From an optimization exercise on the open Yosys and OpenROAD flow, aimed at small area and a short achievable clock period; shortcuts taken in it are not production practice.
Function was not checked in any run shown here: the RTL went through the layout flow alone.
Power and IR drop assume default switching activity.

==> flow/design.v (outline; a module is shown in full before it is edited, if it fits) <==
// module MAC: 3407 lines
module MAC(
	clk,
	rst_n,
	in_valid,
	in_mode,
	in_act,
	in_wgt,
	out_act_idx,
	out_wgt_idx,
	out_idx,
	out_valid,
	out_data,
	out_finish
);
  // ...
==> flow/flow/run.sh <==
#!/bin/bash
# Layout flow: the standard flow, except that synthesis skips Yosys's early
# "abc -fast" pass (SYNTH_ARGS=-noabc), so the full adders the RTL spells out
# map to full-adder cells without inverters between them. The registers keep
# the standard synthesis's instance names and cell types: the standard
# synthesis is run first for reference, and if the two differ in anything but
# the names, its netlist is used unchanged. Each step logs to a file here.
set -u
RES=$PWD/orfs/results/$FLOW_PLATFORM/MAC/base

bash standard.sh synth > 1_synth_standard.log 2>&1 || exit 1
cp "$RES/1_2_yosys.v" standard_netlist.v

bash standard.sh clean_synth > 1_clean.log 2>&1
if SYNTH_ARGS=-noabc bash standard.sh "$RES/1_2_yosys.v" > 1_synth_noabc.log 2>&1 &&
   python3 flow/match_regs.py standard_netlist.v "$RES/1_2_yosys.v" > 1_match_regs.log 2>&1; then
  echo "using the netlist synthesized without the early ABC pass" >> 1_match_regs.log
else
  echo "falling back to the standard netlist" >> 1_match_regs.log
  bash standard.sh clean_synth >> 1_clean.log 2>&1
  bash standard.sh synth > 1_synth_standard2.log 2>&1 || exit 1
fi

bash standard.sh > 2_layout.log 2>&1
==> flow/flow/match_regs.py <==
#!/usr/bin/env python3
"""Give the registers of a netlist the instance names of a reference netlist.

usage: match_regs.py REF.v NET.v

Both netlists come from the same RTL; register instance names have the form
<register bit>$<Yosys flip-flop type>, and the type part can differ between two
syntheses (an enable or reset absorbed with the other polarity). Each register
of NET.v is renamed to the reference register with the same register bit. NET.v
is rewritten only if both hold the same register bits in the same cell types;
otherwise the script exits with status 1 and leaves NET.v alone.
"""
import re
import sys

INST = re.compile(r'^(\s*)(sky130_fd_sc_hd__\w+)(\s+)(\S+)(\s*\()')
SEQ = re.compile(r'sky130_fd_sc_hd__(df|edf|sdf|dl)')


def regs(lines):
    found = {}
    for k, line in enumerate(lines):
        m = INST.match(line)
        if not m or not SEQ.match(m.group(2)):
            continue
        name = m.group(4)
        plain = name[1:] if name.startswith('\\') else name
        cut = plain.rfind('$_')
        base = plain[:cut] if cut >= 0 else plain
        if base in found:
            raise SystemExit(f"two registers share the bit name {base}")
        found[base] = (m.group(2), name, k)
    return found


def main():
    ref_lines = open(sys.argv[1]).read().split('\n')
    net_lines = open(sys.argv[2]).read().split('\n')
    ref, net = regs(ref_lines), regs(net_lines)
    if set(ref) != set(net):
        print("register bits differ:", sorted(set(ref) ^ set(net))[:20])
        return 1
    bad = [b for b in ref if ref[b][0] != net[b][0]]
    if bad:
        print("cell types differ:", [(b, ref[b][0], net[b][0]) for b in bad[:20]])
        return 1
    renamed = 0
    for b, (cell, name, k) in net.items():
        new = ref[b][1]
        if new != name:
            m = INST.match(net_lines[k])
            net_lines[k] = m.group(1) + cell + m.group(3) + new + \
                (' ' if new.startswith('\\') and not m.group(5).startswith(' ') else '') + \
                m.group(5) + net_lines[k][m.end():]
            renamed += 1
    open(sys.argv[2], 'w').write('\n'.join(net_lines))
    print(f"{len(net)} registers, {renamed} renamed")
    return 0


if __name__ == '__main__':
    sys.exit(main())
==> flow/standard.sh <==
#!/bin/bash
# synth_recipe.tcl (not shown) runs the flow's synth.tcl, then flattens the netlist and writes it again
# the make line also repeats each setting of config.mk as NAME=value (left out here)
make -C /OpenROAD-flow-scripts/flow DESIGN_CONFIG=/design/flow/config.mk WORK_HOME=/design/flow/orfs CLKGATE_MAP_FILE= SYNTH_SCRIPT=/design/flow/synth_recipe.tcl "${@:-finish}"
==> flow/config.mk <==
export PLATFORM = sky130hd
export DESIGN_NAME = MAC
export DESIGN_NICKNAME = MAC
export VERILOG_FILES = /design/flow/design.v
export SDC_FILE = /design/flow/constraint.sdc
export NUM_CORES = 4
export LEC_CHECK = 0
export CAP_MARGIN = 20
export CORE_MARGIN = 2
export CORE_UTILIZATION = 40
export SETUP_SLACK_MARGIN = 4.5
export SLEW_MARGIN = 20
==> flow/constraint.sdc <==
create_clock -name core_clock -period 8.4 [get_ports {clk}]
set_input_delay 1.6800 -clock core_clock [delete_from_list [all_inputs] [get_ports {clk}]]
set_output_delay 1.6800 -clock core_clock [all_outputs]
set_load 0.01 [all_outputs]
==> metrics.md, run 1 <==
| Metric | Value |
|---|---|
| Met3 Usage GRT | `6.362%` |
| DRT antenna net count | `0` |
| Hold slack | `471.6 ps` |
| Final slew viol count | `0` |
| 1st-iter DRT viols | `4046` |
| Run status | `timing/DRC/antenna clean` |
| Remaining global-route overflow | `0` |
| Final hold vios | `0` |
| Seq pwr share | `21.2%` |
| Final non-filler cell total | `5189` |
| Non-clock buffer count | `370` |
| Leak | `22.07 nW` |
| Clk_buf instances | `80` |
| CP Capture Point | `out_data[93]` |
| Cts repair resizes | `455` |
| Hold Path Cell Cnt | `1` |
| FF-to-FF End | `r3_2[7]` |
| Crit. End Element | `output port` |
| MaxCap Viol Count | `0` |
| Die Ht | `328.3 um` |
| Max_slew headroom | `32.69%` |
| Max reg flops | `36` |
| IO buf count | `173` |
| Final core occ | `48.48%` |
| Mapped Area | `42070 um^2` |
| Biggest Area Class | `multi-input combinational cells` |
| Simple-gate share of the synthesized area | `12.42%` |
| Main flop type after synthesis | `edfxtp_1` |
| Routed length on met2 | `66110 um` |
| CTS Buf Count | `55` |
| Multi-input gate area | `29910 um^2` |
| First-pass GRT wire length | `202700 um` |
| Largest reg by FF count | `wr` |
| Peak supply drop | `0.5648 mV` |
==> run 2: changes to the inputs <==
--- a/flow/config.mk
+++ b/flow/config.mk
@@ -7,6 +7,6 @@
 export LEC_CHECK = 0
 export CAP_MARGIN = 20
 export CORE_MARGIN = 2
-export CORE_UTILIZATION = 40
+export CORE_UTILIZATION = 60
 export SETUP_SLACK_MARGIN = 4.5
 export SLEW_MARGIN = 20
==> metrics.md, run 2 <==
| Metric | Value |
|---|---|
| FF-to-FF End | `r6_1[3]` |
| DRT antenna net count | `0 (unchanged)` |
| Seq pwr share | `21.2% (about the same)` |
| Switching share of power | `42.47%` |
| Total track usage | `43.63%` |
| CTS H-tree lvls | `2` |
| Die ar. | `72260 um^2` |
| Sequential fraction of the synthesis area | `29.31%` |
| Die Ht | `268.8 um (-18%)` |
| #FFs+latches synth | `486` |
| CTS Buf Count | `52 (-5.5%)` |
| Share of total power in combinational logic | `65.2%` |
| Final slew viol count | `0 (unchanged)` |
| Mapped Area | `42070 um^2 (unchanged)` |
| Peak supply drop | `0.5295 mV (-6.2%)` |
| Remaining global-route overflow | `0 (unchanged)` |
| WP data required | `6720 ps` |
| Main flop type after synthesis | `edfxtp_1` |
| Async SR Flop Fraction | `1.646%` |
| Vias per cell | `6.594` |
| Hold path start | `cs` |
| Initial antenna violation count | `15` |
| DRT Pass-1 Iters | `8` |
| Final Critical Period | `4560 ps` |
| Worst r2r src | `mode` |
| Max_slew headroom | `34.12% (+1.4 points)` |
| Final Cycle Share | `54.29%` |
| Placer Congestion | `0.9699` |
| Most common cell after layout, fill and taps aside | `nor2_1` |
| Setup slack, reg-to-reg | `4390 ps` |
| DP Area | `44540 um^2` |
| Worst-skew pair later-pin latency | `650 ps` |
| Final net count | `4953` |
| Mapped Cells | `3515` |
| Hold Path Cell Cnt | `1 (unchanged)` |
| Vias after detailed routing | `31640` |
| Row cnt | `97` |
| Core area | `69790 um^2` |
| Yosys warning total | `1` |
| Worst-Margin Slew | `987.1 ps` |
| Leak | `22.29 nW (+1.0%)` |
| CP arrival | `2880 ps` |
| First-pass GRT wire length | `218700 um (+7.9%)` |
| Clock power frac | `13.6%` |
| Most frequent cells after synthesis | `nor2_1 (1104), fa_1 (982), edfxtp_1 (256)` |
| Clk sinks | `486` |
| Crit. End Element | `output port` |
| MaxCap Viol Count | `0 (unchanged)` |
| Run status | `timing/DRC/antenna clean` |
| IO buf count | `173 (unchanged)` |
| Setup violators final | `0` |
| Post-CTS Hold Fix Bufs | `0` |
| Final instance area | `50750 um^2` |
| Ports | `182` |
| Number of flops mapped to enable cells by yosys | `256` |
| Synth area leaders | `fa_1 (47%), edfxtp_1 (18%), dfxtp_1 (11%)` |
| Largest net degree at the start of global routing | `86` |
| Hold Path End | `cs` |
| Power Internal | `0.01027 W` |
| Peak Freq | `219.3 MHz` |
| Area grow syn2layout | `20.63%` |
| Max reg flops | `36 (unchanged)` |
| R2R cell count | `12` |
| RSZ-0062 raised after global routing | `yes` |
| CTS tree | `yes` |
| Setup TNS | `0 ps` |
| Clock transition at path regs | `60 ps` |
| Most common cell in the synthesized netlist | `nor2_1` |
| Starting Density | `60.29%` |
| Worst min path class | `flip-flop to flip-flop` |
| Clock tree root driver cell | `clkbuf_16` |
| Largest reg by FF count | `wr` |
| Clk_skew | `39.96 ps` |
| Crit start category | `flip-flop` |
| Avg Inst Size Synth | `11.97 um^2` |
| Worst Path Class, Setup | `flip-flop to output port` |
| CP Max Fanout | `2` |
| Fillers | `4707` |
| Pwr dens | `351.8 nW/um^2` |
| # DRC | `0` |
| Routed wire length | `163800 um` |
| Yosys cell types | `55` |
| Final hold vios | `0 (unchanged)` |
| Area leader, netlist | `fa_1` |
| DPL Wire Length | `97640 um` |
| Hold slack | `496.5 ps (+24.91 ps)` |
| NetSw | `0.007583 W` |
| Clock buffer depth | `3` |
| Die W | `268.8 um` |
| 1st-iter DRT viols | `4926 (+22%)` |
| Vias in the first global route | `32940` |
| Wirelength per Cell | `34.15 um` |
| Share of layout cells above drive strength 1 | `18.47%` |
| Final Total Pwr | `0.01786 W` |
| Post-synth top area share | `46.72%` |
| Most frequent cells in the layout | `nor2_1 (1068), fa_1 (890), edfxtp_1 (256)` |
## run 2: repair_timing
item                                    in CTS  in global routing
pin swaps                                   88                116
hold endpoints to repair                     0                  0
gates resized for setup                    461                270
endpoints found under the setup margin     370                350
cloned                                      15                 18
setup buffers                               91                 81
## run 2: worst max-delay path, stage by stage (launching register included)
cell and delay (ps):
dfxtp_2 320, fa_2 480, ha_4 180, fa_2 330, a21o_1 170, a22o_1 220, nor3_1 140, o21bai_1 100
xor2_1 140, buf_2 140
## run 2: through the flow
step / setup slack, ps / std cells / utilization, %
after floorplan: 4494 / 3522 / -
after global placement: 3526 / 4482 / 63.82
after detailed placement: 3398 / 4482 / 63.82
after CTS: 3768 / 4686 / 69.50
after global routing: 3768 / 4785 / 72.68
final: 3840 / 4798 / 72.73
## run 2: worst max path at each step
stage | depth (start not counted) | startpoint | end
CTS | 9 | r7_2[1] | out_data[9]
global route | 9 | r0_2[1] | out_data[93]
global placement | 4 | in_valid | a0[29]
floorplan | 10 | mode | r0_1[6]
detailed placement | 4 | in_valid | a0[29]
finish | 9 | r0_2[1] | out_data[93]
## run 2: cell type report
cell class / instances / area [um^2] / area share, %
multi-input combinational: 2788 / 30230 / 59.56
sequential: 486 / 12450 / 24.53
timing repair buffer: 409 / 4867 / 9.590
clock buffer: 63 / 1396 / 2.751
tap: 940 / 1176 / 2.317
clock inverter: 35 / 364.1 / 0.7174
inverter: 64 / 240.2 / 0.4733
antenna: 13 / 32.53 / 0.06410
## run 2: cell families after synthesis
family,share of synthesized area (%)
simple gates,12.42
fa+ha+maj,49.64
flops,29.31
compound gates,5.020
buf+inv,2.534
xor+xnor,0.9368
mux,0.1308
other cells,0.008913
## run 2: per-layer routing
layer  GRT usage [%]  vias up  wire length, um
met2           63.84     3067            69470
met3           17.00      777            28210
met4           26.82       12            14060
met5               0        -               86
li1                -    11800                -
met1           55.20    15990            52020
## run 2: power by group through the flow
stage                     combinational, W  clock (W)  sequential, W
after global routing                0.0129    0.00252        0.00381
after floorplan                    0.00631          0        0.00356
after detailed placement            0.0101          0        0.00383
after CTS                           0.0108    0.00244        0.00375
final                               0.0116    0.00243        0.00378
after global placement             0.00969          0        0.00382

-- what the ideal ports hide --
The flow's constraints put no driver on any port. The routed layouts listed below were extracted and timed again, unchanged, in two steps. Step 1 sets driving cells, clkbuf_16 on the clock port and buf_2 on the other inputs (assumed; they add their load-dependent delay and slew). Step 2 also shifts input and output timing later by t, the mid clock arrival at the registers, as if the neighbouring blocks saw the same clock. a / b / c = no drivers / after step 1 / after step 2; a / b = the first two.
run	t (ns)	slack for setup (ns)	worst slew at a driven data input, ns
run 1	0.704	3.840 / 3.771 / 3.821	0.19
run 2	0.696	3.840 / 3.771 / 3.833	0.11
After both steps setup and hold are still met in every run listed. For run 1, which loses most, drivers alone change the setup slack by -0.069 ns; drivers and shift together by -0.019 ns.
